From an optimization exercise on the open Yosys and OpenROAD flow, aimed at small area, a short achievable clock period and few clock cycles; shortcuts taken in it are not production practice.
RTL that was checked went through simulation tests only; none was proved equivalent to the original.
Power is estimated from default activity; no workload was simulated.

==> inputs of trial 34 <==
Design top, start of the top module:
module top(clk, rst, start, x, y, z, mem_rdata, mem_addr, mem_wdata, mem_wen, done);
make LEC_CHECK=0 CAP_MARGIN=20 CORE_MARGIN=2 CORE_UTILIZATION=40 CTS_CLUSTER_DIAMETER=70 CTS_CLUSTER_SIZE=30 SLEW_MARGIN=20 SYNTH_HIERARCHICAL=1 finish   # period 10.0 ns
run.sh (not shown) runs the stock make flow with config.mk's settings and CLKGATE_MAP_FILE= SYNTH_SCRIPT=/design/flow/synth_recipe.tcl, a recipe that flattens the netlist after the stock synthesis.
==> trial 22 (differences from trial 34) <==
--- a/flow/design.v
+++ b/flow/design.v
@@ -31,26 +31,26 @@
 output reg [8:0] mem_addr;
 output reg [7:0] mem_wdata;
 output reg mem_wen;
 output reg done;
 reg running;
+reg go;              
 reg fill;            
 reg [3:0] fc;        
 reg [4:0] s;         
 reg [4:0] rho;       
 reg [8:0] iaddr, faddr, waddr;
 reg [7:0] wcnt;      
 reg lastw;
 wire idle = !running && !lastw;
-wire st = idle && start;    
 wire s_end = (s == 5'd16);
 wire fill_end = (fc == 4'd13);
-wire nfill = st || (fill && !fill_end);
-wire [3:0] nfc = st ? 4'd0 : fc + 4'd1;
+wire nfill = go || (fill && !fill_end);
+wire [3:0] nfc = go ? 4'd0 : fc + 4'd1;
 wire [4:0] ns = (fill || s_end) ? 5'd0 : s + 5'd1;
 wire [4:0] nrho = fill ? 5'd3 : (s_end ? rho + 5'd1 : rho);
-wire act = st || running;
+wire act = go || running;
 reg fast, ld_now, ld_next, fl_next;
 reg [3:0] fle;       
 always @(posedge clk) begin
   if (rst) begin
     fast <= 1'b0; ld_now <= 1'b0; ld_next <= 1'b0; fl_next <= 1'b0; fle <= 4'd0;
@@ -5435,14 +5435,15 @@
 end
 wire push = vp[2];
 always @(posedge clk) begin
   if (rst) begin
     running <= 1'b0; done <= 1'b0; mem_wen <= 1'b0; vp <= {2{1'b0}};
-    wp <= 2'd0; rp <= 2'd0; cnt <= 3'd0; lastw <= 1'b0;
+    wp <= 2'd0; rp <= 2'd0; cnt <= 3'd0; lastw <= 1'b0; go <= 1'b0;
   end else begin
+    go <= idle && start;
     vp <= {vp, win_v};
-    if (st) running <= 1'b1;
+    if (go) running <= 1'b1;
     if (running) mem_wen <= wr_next;
     if (wr_next && wcnt == 8'd168) lastw <= 1'b1;
     if (running && lastw) begin
       running <= 1'b0; done <= 1'b1;
     end
@@ -5453,18 +5454,17 @@
 end
 always @(posedge clk) begin
   if (act) begin
     fill <= nfill; fc <= nfc; s <= ns; rho <= nrho;
   end
-  if (st) wcnt <= 8'd0;
+  if (go) wcnt <= 8'd0;
   else if (wr_next) wcnt <= wcnt + 8'd1;
-  if (st) iaddr <= x + 9'd4;
-  else if (ld_next) iaddr <= iaddr + 9'd4;
+  if (go || ld_next) iaddr <= iaddr + 9'd4;
   else if (idle) iaddr <= x;
   if (idle) faddr <= y;
   else if (fl_next) faddr <= faddr + 9'd4;
   if (idle) waddr <= z;
   else if (wr_next) waddr <= waddr + 9'd1;
-  mem_addr <= st ? x : (ld_next ? iaddr : (fl_next ? faddr : waddr));
+  mem_addr <= (go || ld_next) ? iaddr : (fl_next ? faddr : waddr);
   mem_wdata <= fq[rp];
 end
 endmodule
Settings changed: CTS_CLUSTER_DIAMETER 70 to 80.
==> build 27 (differences from trial 34) <==
--- a/flow/design.v
+++ b/flow/design.v
@@ -31,26 +31,26 @@
 output reg [8:0] mem_addr;
 output reg [7:0] mem_wdata;
 output reg mem_wen;
 output reg done;
 reg running;
+reg go;              
 reg fill;            
 reg [3:0] fc;        
 reg [4:0] s;         
 reg [4:0] rho;       
 reg [8:0] iaddr, faddr, waddr;
 reg [7:0] wcnt;      
 reg lastw;
 wire idle = !running && !lastw;
-wire st = idle && start;    
 wire s_end = (s == 5'd16);
 wire fill_end = (fc == 4'd13);
-wire nfill = st || (fill && !fill_end);
-wire [3:0] nfc = st ? 4'd0 : fc + 4'd1;
+wire nfill = go || (fill && !fill_end);
+wire [3:0] nfc = go ? 4'd0 : fc + 4'd1;
 wire [4:0] ns = (fill || s_end) ? 5'd0 : s + 5'd1;
 wire [4:0] nrho = fill ? 5'd3 : (s_end ? rho + 5'd1 : rho);
-wire act = st || running;
+wire act = go || running;
 reg fast, ld_now, ld_next, fl_next;
 reg [3:0] fle;       
 always @(posedge clk) begin
   if (rst) begin
     fast <= 1'b0; ld_now <= 1'b0; ld_next <= 1'b0; fl_next <= 1'b0; fle <= 4'd0;
@@ -5435,14 +5435,15 @@
 end
 wire push = vp[2];
 always @(posedge clk) begin
   if (rst) begin
     running <= 1'b0; done <= 1'b0; mem_wen <= 1'b0; vp <= {2{1'b0}};
-    wp <= 2'd0; rp <= 2'd0; cnt <= 3'd0; lastw <= 1'b0;
+    wp <= 2'd0; rp <= 2'd0; cnt <= 3'd0; lastw <= 1'b0; go <= 1'b0;
   end else begin
+    go <= idle && start;
     vp <= {vp, win_v};
-    if (st) running <= 1'b1;
+    if (go) running <= 1'b1;
     if (running) mem_wen <= wr_next;
     if (wr_next && wcnt == 8'd168) lastw <= 1'b1;
     if (running && lastw) begin
       running <= 1'b0; done <= 1'b1;
     end
@@ -5453,18 +5454,17 @@
 end
 always @(posedge clk) begin
   if (act) begin
     fill <= nfill; fc <= nfc; s <= ns; rho <= nrho;
   end
-  if (st) wcnt <= 8'd0;
+  if (go) wcnt <= 8'd0;
   else if (wr_next) wcnt <= wcnt + 8'd1;
-  if (st) iaddr <= x + 9'd4;
-  else if (ld_next) iaddr <= iaddr + 9'd4;
+  if (go || ld_next) iaddr <= iaddr + 9'd4;
   else if (idle) iaddr <= x;
   if (idle) faddr <= y;
   else if (fl_next) faddr <= faddr + 9'd4;
   if (idle) waddr <= z;
   else if (wr_next) waddr <= waddr + 9'd1;
-  mem_addr <= st ? x : (ld_next ? iaddr : (fl_next ? faddr : waddr));
+  mem_addr <= (go || ld_next) ? iaddr : (fl_next ? faddr : waddr);
   mem_wdata <= fq[rp];
 end
 endmodule
==> flow/flow/run.sh (new file) <==
#!/bin/bash
set -euo pipefail
export BUFFER_PORTS_ARGS="-buffer_cell sky130_fd_sc_hd__buf_4"
bash standard.sh > standard.log 2>&1
==> flow/standard.sh (new file) <==
#!/bin/bash
# synth_recipe.tcl (not shown) runs the flow's synth.tcl, then flattens the netlist and writes it again
# the make line also repeats each setting of config.mk as NAME=value (left out here)
make -C /OpenROAD-flow-scripts/flow DESIGN_CONFIG=/design/flow/config.mk WORK_HOME=/design/flow/orfs CLKGATE_MAP_FILE= SYNTH_SCRIPT=/design/flow/synth_recipe.tcl "${@:-finish}"
Settings changed: CTS_CLUSTER_DIAMETER 70 to 60.
removed: flow/run.sh
==> qor summary <==
Run status: build 27 finished clean; trial 34 finished clean; trial 22 finished clean
Avg Vias per Cell: build 27 5.20; trial 34 5.20; trial 22 5.24
Worst Setup EP: build 27 r2963; trial 34 r2674; trial 22 r2851
Area used by multi-input combinational logic: build 27 31,700 µm²; trial 34 32,000 µm²; trial 22 31,700 µm²
Power of the clock network: build 27 3.66 mW; trial 34 3.17 mW; trial 22 2.61 mW
Initial standard-cell utilization of the core: build 27 40.2%; trial 34 40.3%; trial 22 40.2%
Fmax: build 27 274 MHz; trial 34 268 MHz; trial 22 279 MHz
Areal power density over the cells: build 27 290 nW/µm²; trial 34 341 nW/µm²; trial 22 277 nW/µm²
Max-slew headroom: build 27 35.2%; trial 34 29.8%; trial 22 30.8%
Non-filler cells, final: build 27 5,760; trial 34 5,762; trial 22 5,680
Worst hold-check slack: build 27 328 ps; trial 34 329 ps; trial 22 336 ps
Final critical path time including I/O delays and setup: build 27 3640 ps; trial 34 3730 ps; trial 22 3580 ps
Summed instance area of the synthesized netlist: build 27 51,800 µm²; trial 34 52,200 µm²; trial 22 51,800 µm²
Comb power: build 27 7.24 mW; trial 34 10.1 mW; trial 22 7.25 mW
Combinational cell fraction of total power: build 27 43.2%; trial 34 51.4%; trial 22 46.2%
R2R setup slack: build 27 6360 ps; trial 34 6270 ps; trial 22 6420 ps
Multi-input combinational cell count: build 27 2,832; trial 34 2,875; trial 22 2,832
Synth Area in Simple Gates: build 27 13.8%; trial 34 13.9%; trial 22 13.8%
Sw frac: build 27 40.0%; trial 34 42.1%; trial 22 40.9%
Worst skew pair latency: build 27 720 ps; trial 34 690 ps; trial 22 710 ps
Clock transition at the registers of the reported paths: build 27 70 ps; trial 34 100 ps; trial 22 120 ps
Final weighted congestion of routability-driven global placement: build 27 0.984; trial 34 0.985; trial 22 0.998
Aggregate routed wire length: build 27 149,000 µm; trial 34 147,000 µm; trial 22 147,000 µm
Testbench counts of trial 34, summed over its fixed seeds: cycles 5,808.
Testbench counts of trial 22, summed over its fixed seeds: cycles 5,832.
Testbench counts of build 27, summed over its fixed seeds: cycles 5,832.

* * *

==> inputs of job 3324 <==
top, a different RTL version from the one above (not shown whole).
Settings: LEC_CHECK=0, ABC_CLOCK_PERIOD_IN_PS=3000, CAP_MARGIN=20, CORE_MARGIN=2, CORE_UTILIZATION=40, SLEW_MARGIN=20, SYNTH_HIERARCHICAL=1; clock period 10.0 ns.
Stock flow here: none of the scripts above is used.
==> job 5646: changes against job 3324 <==
--- a/flow/config.mk
+++ b/flow/config.mk
@@ -7,3 +7,2 @@
 export LEC_CHECK = 0
-export ABC_CLOCK_PERIOD_IN_PS = 3000
 export CAP_MARGIN = 20
==> summary of the runs <==
Job 3324 finished with timing, DRC and antenna clean. Job 5646 passed the timing, DRC and antenna checks. In cell count, job 5646 and job 3324 do not differ. In maximum frequency, job 5646 and job 3324 do not differ. Worst hold slack is the same in job 3324 and job 5646. In routed wire length, job 5646 and job 3324 do not differ. Sequential power is about the same in job 5646 and job 3324.
==> figures <==
| metric | job 5646 | job 3324 |
|---|---|---|
| Outcome | complete, no violations | complete, no violations |
| Internal power of the cells | 8.02 mW | 8.02 mW |
| Cell type with the highest occurrence count on the critical path | sky130_fd_sc_hd__fa_1 | sky130_fd_sc_hd__fa_1 |
| Number of buffers inserted by hold repair at cts | 0 | 0 |
| Transition time at the pin with the least slew margin | 0.875 ns | 0.875 ns |
| End of the critical path | r2756$_DFF_P_ | r2756$_DFF_P_ |
| Post-CTS sizing | 0 | 0 |
| Width of the die | 343 um | 343 um |
| Classification of the worst setup path | reg -> reg | reg -> reg |
| Mux share of post-synthesis cell area | 1.46% | 1.46% |
| Violation count after the first detailed-routing iteration | 2230 | 2230 |
Testbench counts of job 3324, summed over its fixed seeds: cycles 6,720.
Testbench counts of job 5646, summed over its fixed seeds: cycles 6,720.

* * *

==> branch onyx: inputs <==
top, a different RTL version from the one above (not shown whole).
Settings: LEC_CHECK=0, CAP_MARGIN=20, CORE_MARGIN=2, CORE_UTILIZATION=40, CTS_CLUSTER_DIAMETER=70, CTS_CLUSTER_SIZE=30, SLEW_MARGIN=50, SYNTH_HIERARCHICAL=1; clock period 10.0 ns.
standard.sh (not shown) runs the stock make flow with config.mk's settings and CLKGATE_MAP_FILE= SYNTH_SCRIPT=/design/flow/synth_recipe.tcl, a recipe that flattens the netlist after the stock synthesis.
==> flow/flow/run.sh <==
#!/bin/bash
set -euo pipefail
export BUFFER_PORTS_ARGS="-buffer_cell sky130_fd_sc_hd__buf_4"
bash standard.sh > standard.log 2>&1
==> inputs of branch zinc, as changes to branch onyx <==
Settings changed: SLEW_MARGIN 50 to 20.
==> summary of the runs <==
Branch zinc ran to the end with no violations. Branch onyx passed the timing, DRC and antenna checks.
Between branch onyx and branch zinc, the lower worst setup slack is in branch onyx (gap 0.058 ns).
Clock power: branch zinc is larger than branch onyx (about 5%).
Between branch zinc and branch onyx, the lower register-to-register slack is in branch onyx (gap 0.06 ns).
In area after synthesis, branch onyx and branch zinc do not differ.
Of branch zinc and branch onyx, branch zinc has the higher via count (gap 0.26%, measured against branch onyx).
Clock-buffer cell count: branch zinc is higher than branch onyx (12).
Synthesized cell count is the same in branch onyx and branch zinc.
Sequential share of layout area is about the same in branch onyx and branch zinc.
==> figures <==
Level count of the clock H-tree: branch zinc 3; branch onyx 2
Maximum VDD drop: branch zinc 224 uV; branch onyx 234 uV
Total via count in the routed design: branch zinc 30900; branch onyx 30900
Routed via count divided by cell count: branch zinc 5.21; branch onyx 5.20
Post-route met1 wirelength: branch zinc 66500 um; branch onyx 66500 um
Dpl cell area: branch zinc 56000 um2; branch onyx 56100 um2
Detailed router's first-iteration violation count: branch zinc 2728; branch onyx 2570
Sw Share: branch zinc 41.8%; branch onyx 42.1%
Diodes inserted: branch zinc 6; branch onyx 14
Max-slew headroom at the worst pin: branch zinc 20.9%; branch onyx 48.9%
Final net count: branch zinc 5103; branch onyx 5100
Final Critical Period: branch zinc 3.42 ns; branch onyx 3.48 ns
Routed length per placed instance: branch zinc 25.9 um; branch onyx 25.8 um
Overall power after layout: branch zinc 20.8 mW; branch onyx 20.7 mW
Portion of the clock cycle consumed by the worst path in the final layout: branch zinc 34.2%; branch onyx 34.8%
Proportion of cell area occupied by multi-input gates: branch zinc 56.2%; branch onyx 56.3%
Result of the run: branch zinc finished clean; branch onyx finished clean
No functional check of the RTL was part of any run of this note.

afterwards: timing with drivers on the ports:
Ports are ideal in the flow. The routed layouts listed here were re-timed in OpenROAD.
Step 1 sets driving cells, clkbuf_16 on the clock port and buf_2 on the other inputs (assumed; they add their load-dependent delay and slew).
Step 2 also shifts input and output timing later by t, the mid clock arrival at the registers, as if the neighbouring blocks saw the same clock.
Slacks: ideal ports / drivers / drivers and shift; pairs: ideal ports / drivers.
run | shift t [ns] | slack for setup (ns) | latest minus earliest clock arrival (ns) | worst register clock-pin slew, ns | cell pins on the clock port's net
trial 34 | 0.736 | 6.273 / 6.273 / 6.196 | 0.061 / 0.061 | 0.11 / 0.11 | 1
trial 22 | 0.754 | 6.416 / 6.341 / 6.392 | 0.063 / 0.063 | 0.12 / 0.12 | 1
build 27 | 0.778 | 6.357 / 6.357 / 6.357 | 0.042 / 0.042 | 0.08 / 0.08 | 1
job 3324 | 0.731 | 5.716 / 5.716 / 5.601 | 0.049 / 0.050 | 0.07 / 0.07 | 1
job 5646 | 0.731 | 5.716 / 5.716 / 5.601 | 0.049 / 0.050 | 0.07 / 0.07 | 1
branch onyx | 0.778 | 6.521 / 6.521 / 6.521 | 0.064 / 0.063 | 0.12 / 0.12 | 1
branch zinc | 0.756 | 6.580 / 6.580 / 6.580 | 0.064 / 0.063 | 0.11 / 0.11 | 1
After both steps every run listed still meets setup and hold.
